Background: an optimization exercise with open tools, aiming at small area. Do not read the settings as production practice. Function was checked by simulation only, so behaviour that the tests miss may differ from the original.

--- config.mk ---
export PLATFORM = sky130hd
export DESIGN_NAME = fir
export DESIGN_NICKNAME = fir
export VERILOG_FILES = /design/flow/design.v
export SDC_FILE = /design/flow/constraint.sdc
export NUM_CORES = 4
export LEC_CHECK = 0
export CAP_MARGIN = 20
export CORE_MARGIN = 2
export CORE_UTILIZATION = 40
export CTS_BUF_LIST = sky130_fd_sc_hd__clkbuf_4 sky130_fd_sc_hd__clkbuf_8
export GPL_TIMING_DRIVEN = 0
export SLEW_MARGIN = 20
export SYNTH_HIERARCHICAL = 1
export SYNTH_MINIMUM_KEEP_SIZE = 0
--- constraint.sdc ---
create_clock -name core_clock -period 10.0 [get_ports {clk}]
set_input_delay 2.0000 -clock core_clock [delete_from_list [all_inputs] [get_ports {clk}]]
set_output_delay 2.0000 -clock core_clock [all_outputs]
set_load 0.01 [all_outputs]
--- design.v ---
module fir (
    input  wire       clk,
    input  wire       rst_n,
    input  wire [3:0] din,
    output wire [3:0] dout
);
reg [3:0] sr0;
reg [3:0] sr1;
reg [3:0] sr2;
reg [3:0] sr3;
reg [3:0] sr4;
reg [3:0] sr5;
reg [3:0] sr6;
reg [3:0] sr7;
reg [3:0] sr8;
reg [3:0] sr9;
reg [3:0] sr10;
reg [3:0] sr11;
reg [3:0] sr12;
reg [3:0] sr13;
reg [3:0] sr14;
reg [3:0] sr15;
reg [3:0] sr16;
reg [3:0] sr17;
reg [3:0] sr18;
reg [3:0] sr19;
reg [3:0] sr20;
reg [3:0] sr21;
reg [3:0] sr22;
reg [3:0] sr23;
reg [3:0] sr24;
reg [3:0] sr25;
reg [3:0] dout_r;
wire [3:0] dout_nx;
always @(posedge clk or negedge rst_n) begin
    if (!rst_n) begin
        sr0 <= 4'b1000;
        sr1 <= 4'b1000;
        sr2 <= 4'b1000;
        sr3 <= 4'b1000;
        sr4 <= 4'b1000;
        sr5 <= 4'b1000;
        sr6 <= 4'b1000;
        sr7 <= 4'b1000;
        sr8 <= 4'b1000;
        sr9 <= 4'b1000;
        sr10 <= 4'b1000;
        sr11 <= 4'b1000;
        sr12 <= 4'b1000;
        sr13 <= 4'b1000;
        sr14 <= 4'b1000;
        sr15 <= 4'b1000;
        sr16 <= 4'b1000;
        sr17 <= 4'b1000;
        sr18 <= 4'b1000;
        sr19 <= 4'b1000;
        sr20 <= 4'b1000;
        sr21 <= 4'b1000;
        sr22 <= 4'b1000;
        sr23 <= 4'b1000;
        sr24 <= 4'b1000;
        sr25 <= 4'b1000;
        dout_r <= 4'b1000;
    end else begin
        sr0 <= din;
        sr1 <= sr0;
        sr2 <= sr1;
        sr3 <= sr2;
        sr4 <= sr3;
        sr5 <= sr4;
        sr6 <= sr5;
        sr7 <= sr6;
        sr8 <= sr7;
        sr9 <= sr8;
        sr10 <= sr9;
        sr11 <= sr10;
        sr12 <= sr11;
        sr13 <= sr12;
        sr14 <= sr13;
        sr15 <= sr14;
        sr16 <= sr15;
        sr17 <= sr16;
        sr18 <= sr17;
        sr19 <= sr18;
        sr20 <= sr19;
        sr21 <= sr20;
        sr22 <= sr21;
        sr23 <= sr22;
        sr24 <= sr23;
        sr25 <= sr24;
        dout_r <= dout_nx;
    end
end
wire c10, c102, c104, c106, c108, c110, c112, c114, c116, c118, c12, c120;
wire c122, c124, c126, c128, c130, c132, c136, c138, c14, c140, c142, c144;
wire c146, c148, c150, c152, c154, c156, c158, c16, c160, c162, c164, c166;
wire c168, c170, c172, c175, c177, c179, c18, c181, c183, c185, c187, c189;
wire c191, c193, c195, c197, c199, c2, c20, c201, c203, c205, c207, c209;
wire c211, c215, c217, c219, c22, c221, c223, c225, c227, c229, c231, c233;
wire c235, c237, c239, c24, c241, c243, c245, c249, c251, c253, c255, c257;
wire c259, c26, c261, c263, c265, c267, c269, c271, c273, c276, c278, c28;
wire c280, c282, c284, c286, c288, c290, c292, c296, c298, c30, c300, c302;
wire c304, c306, c309, c311, c313, c315, c318, c32, c320, c322, c326, c328;
wire c330, c332, c334, c336, c338, c34, c340, c342, c344, c346, c36, c38;
wire c4, c40, c42, c44, c46, c48, c50, c52, c54, c56, c58, c6;
wire c60, c62, c65, c67, c69, c71, c73, c75, c77, c8, c80, c82;
wire c84, c86, c88, c90, c92, c94, c96, c98, n100, n133, n134, n173;
wire n212, n213, n246, n247, n274, n293, n294, n307, n316, n324, n63, n78;
wire n99, s1, s101, s103, s105, s107, s109, s11, s111, s113, s115, s117;
wire s119, s121, s123, s125, s127, s129, s13, s131, s135, s137, s139, s141;
wire s143, s145, s147, s149, s15, s151, s153, s155, s157, s159, s161, s163;
wire s165, s167, s169, s17, s171, s174, s176, s178, s180, s182, s184, s186;
wire s188, s19, s190, s192, s194, s196, s198, s200, s202, s204, s206, s208;
wire s21, s210, s214, s216, s218, s220, s222, s224, s226, s228, s23, s230;
wire s232, s234, s236, s238, s240, s242, s244, s248, s25, s250, s252, s254;
wire s256, s258, s260, s262, s264, s266, s268, s27, s270, s272, s275, s277;
wire s279, s281, s283, s285, s287, s289, s29, s291, s295, s297, s299, s3;
wire s301, s303, s305, s308, s31, s310, s312, s314, s317, s319, s321, s325;
wire s327, s329, s33, s331, s333, s335, s337, s339, s341, s343, s345, s35;
wire s37, s39, s41, s43, s45, s47, s49, s5, s51, s53, s55, s57;
wire s59, s61, s64, s66, s68, s7, s70, s72, s74, s76, s79, s81;
wire s83, s85, s87, s89, s9, s91, s93, s95, s97, x323, x347;
ha us1 (.a(sr2[0]), .b(sr22[0]), .s(s1), .co(c2));
fa us3 (.a(sr2[1]), .b(sr22[1]), .c(c2), .s(s3), .co(c4));
fa us5 (.a(sr2[2]), .b(sr22[2]), .c(c4), .s(s5), .co(c6));
fa us7 (.a(sr2[3]), .b(sr22[3]), .c(c6), .s(s7), .co(c8));
ha us9 (.a(sr6[0]), .b(sr18[0]), .s(s9), .co(c10));
fa us11 (.a(sr6[1]), .b(sr18[1]), .c(c10), .s(s11), .co(c12));
fa us13 (.a(sr6[2]), .b(sr18[2]), .c(c12), .s(s13), .co(c14));
fa us15 (.a(sr6[3]), .b(sr18[3]), .c(c14), .s(s15), .co(c16));
ha us17 (.a(sr7[0]), .b(sr17[0]), .s(s17), .co(c18));
fa us19 (.a(sr7[1]), .b(sr17[1]), .c(c18), .s(s19), .co(c20));
fa us21 (.a(sr7[2]), .b(sr17[2]), .c(c20), .s(s21), .co(c22));
fa us23 (.a(sr7[3]), .b(sr17[3]), .c(c22), .s(s23), .co(c24));
ha us25 (.a(sr8[0]), .b(sr16[0]), .s(s25), .co(c26));
fa us27 (.a(sr8[1]), .b(sr16[1]), .c(c26), .s(s27), .co(c28));
fa us29 (.a(sr8[2]), .b(sr16[2]), .c(c28), .s(s29), .co(c30));
fa us31 (.a(sr8[3]), .b(sr16[3]), .c(c30), .s(s31), .co(c32));
ha us33 (.a(sr9[0]), .b(sr15[0]), .s(s33), .co(c34));
fa us35 (.a(sr9[1]), .b(sr15[1]), .c(c34), .s(s35), .co(c36));
fa us37 (.a(sr9[2]), .b(sr15[2]), .c(c36), .s(s37), .co(c38));
fa us39 (.a(sr9[3]), .b(sr15[3]), .c(c38), .s(s39), .co(c40));
ha us41 (.a(sr10[0]), .b(sr14[0]), .s(s41), .co(c42));
fa us43 (.a(sr10[1]), .b(sr14[1]), .c(c42), .s(s43), .co(c44));
fa us45 (.a(sr10[2]), .b(sr14[2]), .c(c44), .s(s45), .co(c46));
fa us47 (.a(sr10[3]), .b(sr14[3]), .c(c46), .s(s47), .co(c48));
ha us49 (.a(sr11[0]), .b(sr13[0]), .s(s49), .co(c50));
fa us51 (.a(sr11[1]), .b(sr13[1]), .c(c50), .s(s51), .co(c52));
fa us53 (.a(sr11[2]), .b(sr13[2]), .c(c52), .s(s53), .co(c54));
fa us55 (.a(sr11[3]), .b(sr13[3]), .c(c54), .s(s55), .co(c56));
fa us57 (.a(sr3[0]), .b(sr21[0]), .c(s33), .s(s57), .co(c58));
fa us59 (.a(sr25[0]), .b(s9), .c(s25), .s(s59), .co(c60));
fa us61 (.a(s49), .b(s59), .c(din[0]), .s(s61), .co(c62));
assign n63 = ~s61;
assign s64 = ~(s57 ^ n63);
assign c65 = s57 | n63;
fa us66 (.a(sr3[1]), .b(sr21[1]), .c(s1), .s(s66), .co(c67));
fa us68 (.a(s17), .b(s35), .c(c58), .s(s68), .co(c69));
fa us70 (.a(s66), .b(s68), .c(c65), .s(s70), .co(c71));
fa us72 (.a(sr25[1]), .b(s11), .c(s27), .s(s72), .co(c73));
fa us74 (.a(s51), .b(c60), .c(s72), .s(s74), .co(c75));
fa us76 (.a(din[1]), .b(s74), .c(c62), .s(s76), .co(c77));
assign n78 = ~s76;
fa us79 (.a(sr0[0]), .b(sr24[0]), .c(sr3[2]), .s(s79), .co(c80));
fa us81 (.a(sr21[2]), .b(s41), .c(s79), .s(s81), .co(c82));
fa us83 (.a(s3), .b(s19), .c(c67), .s(s83), .co(c84));
fa us85 (.a(s81), .b(s37), .c(c69), .s(s85), .co(c86));
fa us87 (.a(s83), .b(s85), .c(c71), .s(s87), .co(c88));
fa us89 (.a(sr25[2]), .b(sr5[0]), .c(sr19[0]), .s(s89), .co(c90));
fa us91 (.a(sr12[0]), .b(s25), .c(s89), .s(s91), .co(c92));
fa us93 (.a(s91), .b(s13), .c(s29), .s(s93), .co(c94));
fa us95 (.a(s53), .b(c73), .c(c75), .s(s95), .co(c96));
fa us97 (.a(s93), .b(din[2]), .c(s95), .s(s97), .co(c98));
assign n99 = ~c77;
assign n100 = ~s97;
assign s101 = ~(n99 ^ n100);
assign c102 = n99 | n100;
fa us103 (.a(sr0[1]), .b(sr24[1]), .c(sr3[3]), .s(s103), .co(c104));
fa us105 (.a(sr21[3]), .b(sr4[0]), .c(sr20[0]), .s(s105), .co(c106));
fa us107 (.a(s17), .b(s33), .c(c80), .s(s107), .co(c108));
fa us109 (.a(s103), .b(s105), .c(s43), .s(s109), .co(c110));
fa us111 (.a(c82), .b(s107), .c(s5), .s(s111), .co(c112));
fa us113 (.a(s21), .b(c84), .c(s109), .s(s113), .co(c114));
fa us115 (.a(s39), .b(c86), .c(s111), .s(s115), .co(c116));
fa us117 (.a(s113), .b(s115), .c(c102), .s(s117), .co(c118));
fa us119 (.a(sr25[3]), .b(sr5[1]), .c(sr19[1]), .s(s119), .co(c120));
fa us121 (.a(sr12[1]), .b(s1), .c(s9), .s(s121), .co(c122));
fa us123 (.a(c90), .b(s119), .c(s27), .s(s123), .co(c124));
fa us125 (.a(s121), .b(c92), .c(s123), .s(s125), .co(c126));
fa us127 (.a(s15), .b(s31), .c(s55), .s(s127), .co(c128));
fa us129 (.a(c94), .b(din[3]), .c(s125), .s(s129), .co(c130));
fa us131 (.a(c96), .b(s127), .c(s129), .s(s131), .co(c132));
assign n133 = ~c98;
assign n134 = ~s131;
fa us135 (.a(n133), .b(n134), .c(c88), .s(s135), .co(c136));
fa us137 (.a(sr0[2]), .b(sr24[2]), .c(sr4[1]), .s(s137), .co(c138));
fa us139 (.a(sr20[1]), .b(sr12[0]), .c(s25), .s(s139), .co(c140));
fa us141 (.a(s49), .b(c104), .c(c106), .s(s141), .co(c142));
fa us143 (.a(s137), .b(s19), .c(s35), .s(s143), .co(c144));
fa us145 (.a(s139), .b(c108), .c(s141), .s(s145), .co(c146));
fa us147 (.a(s45), .b(c110), .c(s143), .s(s147), .co(c148));
fa us149 (.a(s145), .b(c40), .c(s7), .s(s149), .co(c150));
fa us151 (.a(s23), .b(c112), .c(c114), .s(s151), .co(c152));
fa us153 (.a(s147), .b(c116), .c(s149), .s(s153), .co(c154));
fa us155 (.a(s151), .b(s153), .c(c118), .s(s155), .co(c156));
fa us157 (.a(sr5[2]), .b(sr19[2]), .c(sr12[2]), .s(s157), .co(c158));
fa us159 (.a(s41), .b(c120), .c(s157), .s(s159), .co(c160));
fa us161 (.a(s3), .b(s11), .c(c122), .s(s161), .co(c162));
fa us163 (.a(s159), .b(s29), .c(c124), .s(s163), .co(c164));
fa us165 (.a(s161), .b(c16), .c(c32), .s(s165), .co(c166));
fa us167 (.a(c56), .b(c126), .c(s163), .s(s167), .co(c168));
fa us169 (.a(c128), .b(s165), .c(c130), .s(s169), .co(c170));
fa us171 (.a(s167), .b(c132), .c(s169), .s(s171), .co(c172));
assign n173 = ~s171;
assign s174 = ~(n173 ^ c136);
assign c175 = n173 | c136;
fa us176 (.a(sr0[3]), .b(sr24[3]), .c(sr4[2]), .s(s176), .co(c177));
fa us178 (.a(sr20[2]), .b(sr12[1]), .c(c138), .s(s178), .co(c179));
fa us180 (.a(s176), .b(s27), .c(s51), .s(s180), .co(c181));
fa us182 (.a(c140), .b(c142), .c(s178), .s(s182), .co(c183));
fa us184 (.a(s21), .b(s37), .c(c144), .s(s184), .co(c185));
fa us186 (.a(s180), .b(c146), .c(s182), .s(s186), .co(c187));
fa us188 (.a(c8), .b(c24), .c(s47), .s(s188), .co(c189));
fa us190 (.a(c148), .b(s184), .c(s186), .s(s190), .co(c191));
fa us192 (.a(c150), .b(c152), .c(s188), .s(s192), .co(c193));
fa us194 (.a(s190), .b(c154), .c(s192), .s(s194), .co(c195));
fa us196 (.a(s194), .b(c156), .c(c175), .s(s196), .co(c197));
fa us198 (.a(sr5[3]), .b(sr19[3]), .c(sr12[3]), .s(s198), .co(c199));
fa us200 (.a(s33), .b(c158), .c(s198), .s(s200), .co(c201));
fa us202 (.a(s43), .b(c160), .c(s200), .s(s202), .co(c203));
fa us204 (.a(s5), .b(s13), .c(c162), .s(s204), .co(c205));
fa us206 (.a(s202), .b(s31), .c(c164), .s(s206), .co(c207));
fa us208 (.a(s204), .b(c166), .c(c168), .s(s208), .co(c209));
fa us210 (.a(s206), .b(c170), .c(s208), .s(s210), .co(c211));
assign n212 = ~c172;
assign n213 = ~s210;
fa us214 (.a(n212), .b(n213), .c(s196), .s(s214), .co(c215));
fa us216 (.a(sr4[3]), .b(sr20[3]), .c(sr12[2]), .s(s216), .co(c217));
fa us218 (.a(s49), .b(c177), .c(s216), .s(s218), .co(c219));
fa us220 (.a(c179), .b(s218), .c(s29), .s(s220), .co(c221));
fa us222 (.a(s53), .b(c181), .c(c183), .s(s222), .co(c223));
fa us224 (.a(c48), .b(s23), .c(s39), .s(s224), .co(c225));
fa us226 (.a(c185), .b(s220), .c(c187), .s(s226), .co(c227));
fa us228 (.a(s222), .b(c189), .c(s224), .s(s228), .co(c229));
fa us230 (.a(c191), .b(s226), .c(c193), .s(s230), .co(c231));
fa us232 (.a(s228), .b(c195), .c(s230), .s(s232), .co(c233));
fa us234 (.a(s232), .b(c197), .c(c215), .s(s234), .co(c235));
fa us236 (.a(c199), .b(s35), .c(c201), .s(s236), .co(c237));
fa us238 (.a(s45), .b(c203), .c(s236), .s(s238), .co(c239));
fa us240 (.a(c32), .b(s7), .c(s15), .s(s240), .co(c241));
fa us242 (.a(c205), .b(s238), .c(c207), .s(s242), .co(c243));
fa us244 (.a(s240), .b(c209), .c(s242), .s(s244), .co(c245));
assign n246 = ~c211;
assign n247 = ~s244;
fa us248 (.a(n246), .b(n247), .c(s234), .s(s248), .co(c249));
fa us250 (.a(sr12[3]), .b(sr12[0]), .c(c217), .s(s250), .co(c251));
fa us252 (.a(s51), .b(c219), .c(s250), .s(s252), .co(c253));
fa us254 (.a(s252), .b(c24), .c(c40), .s(s254), .co(c255));
fa us256 (.a(s31), .b(s55), .c(c221), .s(s256), .co(c257));
fa us258 (.a(c223), .b(c225), .c(s254), .s(s258), .co(c259));
fa us260 (.a(s256), .b(c227), .c(c229), .s(s260), .co(c261));
fa us262 (.a(s258), .b(c231), .c(s260), .s(s262), .co(c263));
fa us264 (.a(c233), .b(s262), .c(c235), .s(s264), .co(c265));
fa us266 (.a(s37), .b(c237), .c(c8), .s(s266), .co(c267));
fa us268 (.a(c16), .b(s47), .c(c239), .s(s268), .co(c269));
fa us270 (.a(c241), .b(s266), .c(s268), .s(s270), .co(c271));
fa us272 (.a(c243), .b(s270), .c(c245), .s(s272), .co(c273));
assign n274 = ~s272;
assign s275 = ~(n274 ^ c249);
assign c276 = n274 | c249;
fa us277 (.a(sr12[1]), .b(c251), .c(s53), .s(s277), .co(c278));
fa us279 (.a(c253), .b(c32), .c(c56), .s(s279), .co(c280));
fa us281 (.a(s277), .b(c255), .c(c257), .s(s281), .co(c282));
fa us283 (.a(s279), .b(c259), .c(s281), .s(s283), .co(c284));
fa us285 (.a(c261), .b(s283), .c(c263), .s(s285), .co(c286));
fa us287 (.a(s285), .b(c265), .c(c276), .s(s287), .co(c288));
fa us289 (.a(c48), .b(s39), .c(c267), .s(s289), .co(c290));
fa us291 (.a(c269), .b(s289), .c(c271), .s(s291), .co(c292));
assign n293 = ~c273;
assign n294 = ~s291;
fa us295 (.a(n294), .b(n293), .c(s287), .s(s295), .co(c296));
fa us297 (.a(sr12[2]), .b(s55), .c(c278), .s(s297), .co(c298));
fa us299 (.a(c280), .b(s297), .c(c282), .s(s299), .co(c300));
fa us301 (.a(c284), .b(s299), .c(c286), .s(s301), .co(c302));
fa us303 (.a(s301), .b(c288), .c(c296), .s(s303), .co(c304));
fa us305 (.a(c40), .b(c290), .c(c292), .s(s305), .co(c306));
assign n307 = ~s305;
assign s308 = ~(n307 ^ s303);
assign c309 = n307 | s303;
fa us310 (.a(sr12[3]), .b(c56), .c(c298), .s(s310), .co(c311));
fa us312 (.a(s310), .b(c300), .c(c302), .s(s312), .co(c313));
fa us314 (.a(s312), .b(c304), .c(c309), .s(s314), .co(c315));
assign n316 = ~c306;
assign s317 = ~(n316 ^ s314);
assign c318 = n316 | s314;
fa us319 (.a(c311), .b(c313), .c(c315), .s(s319), .co(c320));
assign s321 = ~(c318 ^ s319);
assign c322 = c318 | s319;
assign x323 = c320 ^ c322;
assign n324 = ~x323;
ha us325 (.a(n78), .b(s70), .s(s325), .co(c326));
fa us327 (.a(s101), .b(c326), .c(s87), .s(s327), .co(c328));
fa us329 (.a(s117), .b(s135), .c(c328), .s(s329), .co(c330));
fa us331 (.a(s155), .b(s174), .c(c330), .s(s331), .co(c332));
ha us333 (.a(c332), .b(s214), .s(s333), .co(c334));
ha us335 (.a(c334), .b(s248), .s(s335), .co(c336));
fa us337 (.a(s264), .b(s275), .c(c336), .s(s337), .co(c338));
ha us339 (.a(c338), .b(s295), .s(s339), .co(c340));
ha us341 (.a(c340), .b(s308), .s(s341), .co(c342));
ha us343 (.a(c342), .b(s317), .s(s343), .co(c344));
ha us345 (.a(c344), .b(s321), .s(s345), .co(c346));
assign x347 = c346 ^ n324;
wire [4:0] q = {x347, s345, s343, s341, s339};
assign dout_nx = q[4] ? {1'b1, {3{q[3]}} | q[2:0]} : {1'b0, {3{q[3]}} & q[2:0]};
assign dout = dout_r;
endmodule
module fa (input wire a, input wire b, input wire c, output wire s, output wire co);
assign s = a ^ b ^ c;
assign co = (a & b) | (a & c) | (b & c);
endmodule
module ha (input wire a, input wire b, output wire s, output wire co);
assign s = a ^ b;
assign co = a & b;
endmodule
--- run.sh ---
#!/bin/bash
# synth_recipe.tcl (not shown) runs the flow's synth.tcl, then flattens the netlist and writes it again
# the make line also repeats each setting of config.mk as NAME=value (left out here)
make -C /OpenROAD-flow-scripts/flow DESIGN_CONFIG=/design/flow/config.mk WORK_HOME=/design/flow/orfs CLKGATE_MAP_FILE= SYNTH_SCRIPT=/design/flow/synth_recipe.tcl finish
==> flow_metrics.tcl <==
set metrics [dict create \
    vias_per_cell 4.675 \
    min_period_over_period 0.9426 \
    fmax_mhz 106.1 \
    clk_latency_ns 0.38 \
    final_cell_mix "fa_1 (143), dfrtp_1 (81), dfstp_2 (27), inv_1 (25), ha_1 (20)" \
    die-area_sq_mm 0.01602 \
    cp_slowest_stage_delay_ns 0.65 \
    synth_seq_cells 108 \
    post_cts_resized 0 \
    hp-class "reg -> reg" \
    fin_skew_ns 0.01113 \
    syn_inst 307 \
    period_needed_ns 9.426 \
    cts_tree "yes" \
    critical_path.max_fanout 4 \
    slew_headroom 0.7531 \
    die_y_um 126.6 \
    final_common_cell "fa_1" \
    final_hold_viol_count 0 \
    initial_core_util 0.4119 \
    synthDistinctLibCells 10 \
    route.detailed.drc 0 \
    yosysWarnings 7 \
    crit_path_start_kind "register" \
    outcome "timing/DRC/antenna clean" \
    drive_above_1_share 0.1351 \
    overflow 0 \
    arrival_ns 9.74 \
    n_fill_cell 1252 \
    antenna_found_initial 0 \
    min_from "sr23[0]$_DFF_PN0_" \
    root_buffer "clkbuf_8" \
    grt_max_degree 77 \
    cts_setup_buffers 0 \
    clockBufferDepth 2 \
    diodes 0 \
    syn-mean-instance-area_sq_um 19.57 \
    setup_violations 0 \
    fp.dieW_um 126.6 \
    hpwl_um 9043 \
    design.core.area_sq_mm 0.01459 \
    clk_pin_slew_ns 0.11 \
    grt_first_pass_wirelength_um 17280 \
    ys_seq_area_frac 0.4553 \
    routedWlPerCell_um 20.46 \
    dpl.cell_count 501 \
    grt_usage 0.1513 \
    cp_data_required_time_ns 10.31 \
    layout.nets 497 \
    drv_slew 0 \
    clock-sinks 108 \
    cp-startpoint "sr8[0]$_DFF_PN0_" \
    path_class "reg -> reg" \
    stdcell_count 517 \
    synth_area_sq_mm 0.006010 \
    timing.critical_path.mode_cell "fa_1" \
    drt-pass1-iter-count 4 \
    tns_ns 0 \
    worst_setup_path_end_kind "register" \
    drtIter0Drc 107 \
    synth_nets 476 \
    worstReg2RegStart "sr8[0]$_DFF_PN0_" \
    gp_congestion 0.8108 \
    tightest_slew_ns 0.3703 \
    cts_max_level 3 \
    grt_pass1_vias 3069 \
    port_buffers 9 \
    cts_hold_buf 0 \
    rows 44 \
    slowest_stage "fa_1" \
    vias 2417 \
    rsz0062_at_grt "no" \
    cap_viol_max_count 0 \
    area_growth_pct 9.036 \
    cts_made_buffers 9 \
    ios 10 \
    ant_nets 0 \
    routed_wl_um 10580 \
]
-- Yosys stat by module (local to each module, per instance) --
module / cells inside / flops+latches / copies in the design / cell area (sq um)
fir: 150 / 108 / 1 / 2972
fa: 1 / 0 / 143 / 20.02
ha: 1 / 0 / 14 / 12.51
-- through the flow --
stage | hold WS (ns) | setup WS, ns | cell area [sq um] | util
2_1_floorplan | 0.3312 | 1.019 | 6010 | -
3_3_place_gp | 0.3345 | 0.1931 | 6330 | 0.4339
3_5_place_dp | 0.3379 | 0.2278 | 6359 | 0.4358
4_1_cts | 0.3612 | 0.5061 | 6553 | 0.4491
5_1_grt | 0.3698 | 0.1239 | 6553 | 0.4491
6_report | 0.3574 | 0.5736 | 6553 | 0.4491
-- cells by family after synthesis --
logic type | synth area share
simple gates | 0.004789
xor+xnor | 0.003747
buf+inv | 0.01562
fa+ha+maj | 0.5180
compound gates | 0.002498
flops | 0.4553
-- routing by layer --
layer  global-route usage  part of all wire
met4              0.03555             0.011
met2               0.2281              0.49
met3              0.03627             0.030
met5                    0                 0
met1               0.2266              0.46
-- critical path, delay by kind of cell, from the launching register on --
family	cells	cell delay (ns)
AO/OA/AOI/OAI	1	0.16
XOR/XNOR	1	0.27
buffers and inverters	7	0.36
flip-flops	1	0.41
adder cells (fa/ha/maj)	22	8.15
-- synth_stat cells --
| cell | instances | share of area |
|---|---|---|
| a21oi_1 | 3 | 0.0025 |
| dfrtp_1 | 81 | 0.34 |
| dfstp_2 | 27 | 0.12 |
| fa_1 | 143 | 0.48 |
| ha_1 | 20 | 0.042 |
| inv_1 | 25 | 0.016 |
| nand2_1 | 3 | 0.0019 |
| nand2b_1 | 1 | 0.0010 |
| nor2_1 | 3 | 0.0019 |
| xnor3_1 | 1 | 0.0037 |
-- area by class of cell --
cell class / instances / area [sq um] / share of cell area
inverters: 25 / 93.84 / 0.01432
clock buffers: 10 / 131.4 / 0.02005
flip-flops and latches: 108 / 2736 / 0.4176
clock inverters: 6 / 62.56 / 0.009547
repair buffers: 10 / 118.9 / 0.01814
well taps: 184 / 230.2 / 0.03513
multi-input cells: 174 / 3179 / 0.4852
-- worst paths after layout --
kind | slack, ns | end | cells past startpoint
hold / removal | 0.36 | sr24[0]$_DFF_PN0_ | 0
min in group asynchronous | 1.49 | sr2[2]$_DFF_PN0_ | 1
max in group asynchronous | 7.82 | sr5[3]$_DFF_PN1_ | 2
setup / recovery | 0.57 | dout_r[2]$_DFF_PN0_ | 31
hold reg to reg | 0.36 | sr24[0]$_DFF_PN0_ | 0
setup reg to reg | 0.57 | dout_r[2]$_DFF_PN0_ | 31

-- re-timing with driven ports --
How much do the figures lean on ideal ports? The routed layout below was timed once more, with nothing changed but the port constraints. Step 1 assumes that a clkbuf_16 drives the clock port and a buf_2 every other input. Step 2 moves the port delays by t, midway between the first and last clock arrival at a register: inputs arrive t later, outputs are due t later. That takes back most of the time a late clock gives input paths. Slacks: ideal ports / drivers / drivers and shift; pairs: ideal ports / drivers.
shift t [ns]: 0.408
setup slack, ns: 0.574 / 0.574 / 0.220
hold slack, ns: 0.357 / 0.357 / 0.357
worst data-port slew with drivers (ns): 0.04
After both steps this run still meets setup and hold. The setup slack of this run moves by 0.000 ns with the drivers and by -0.354 ns with both steps.
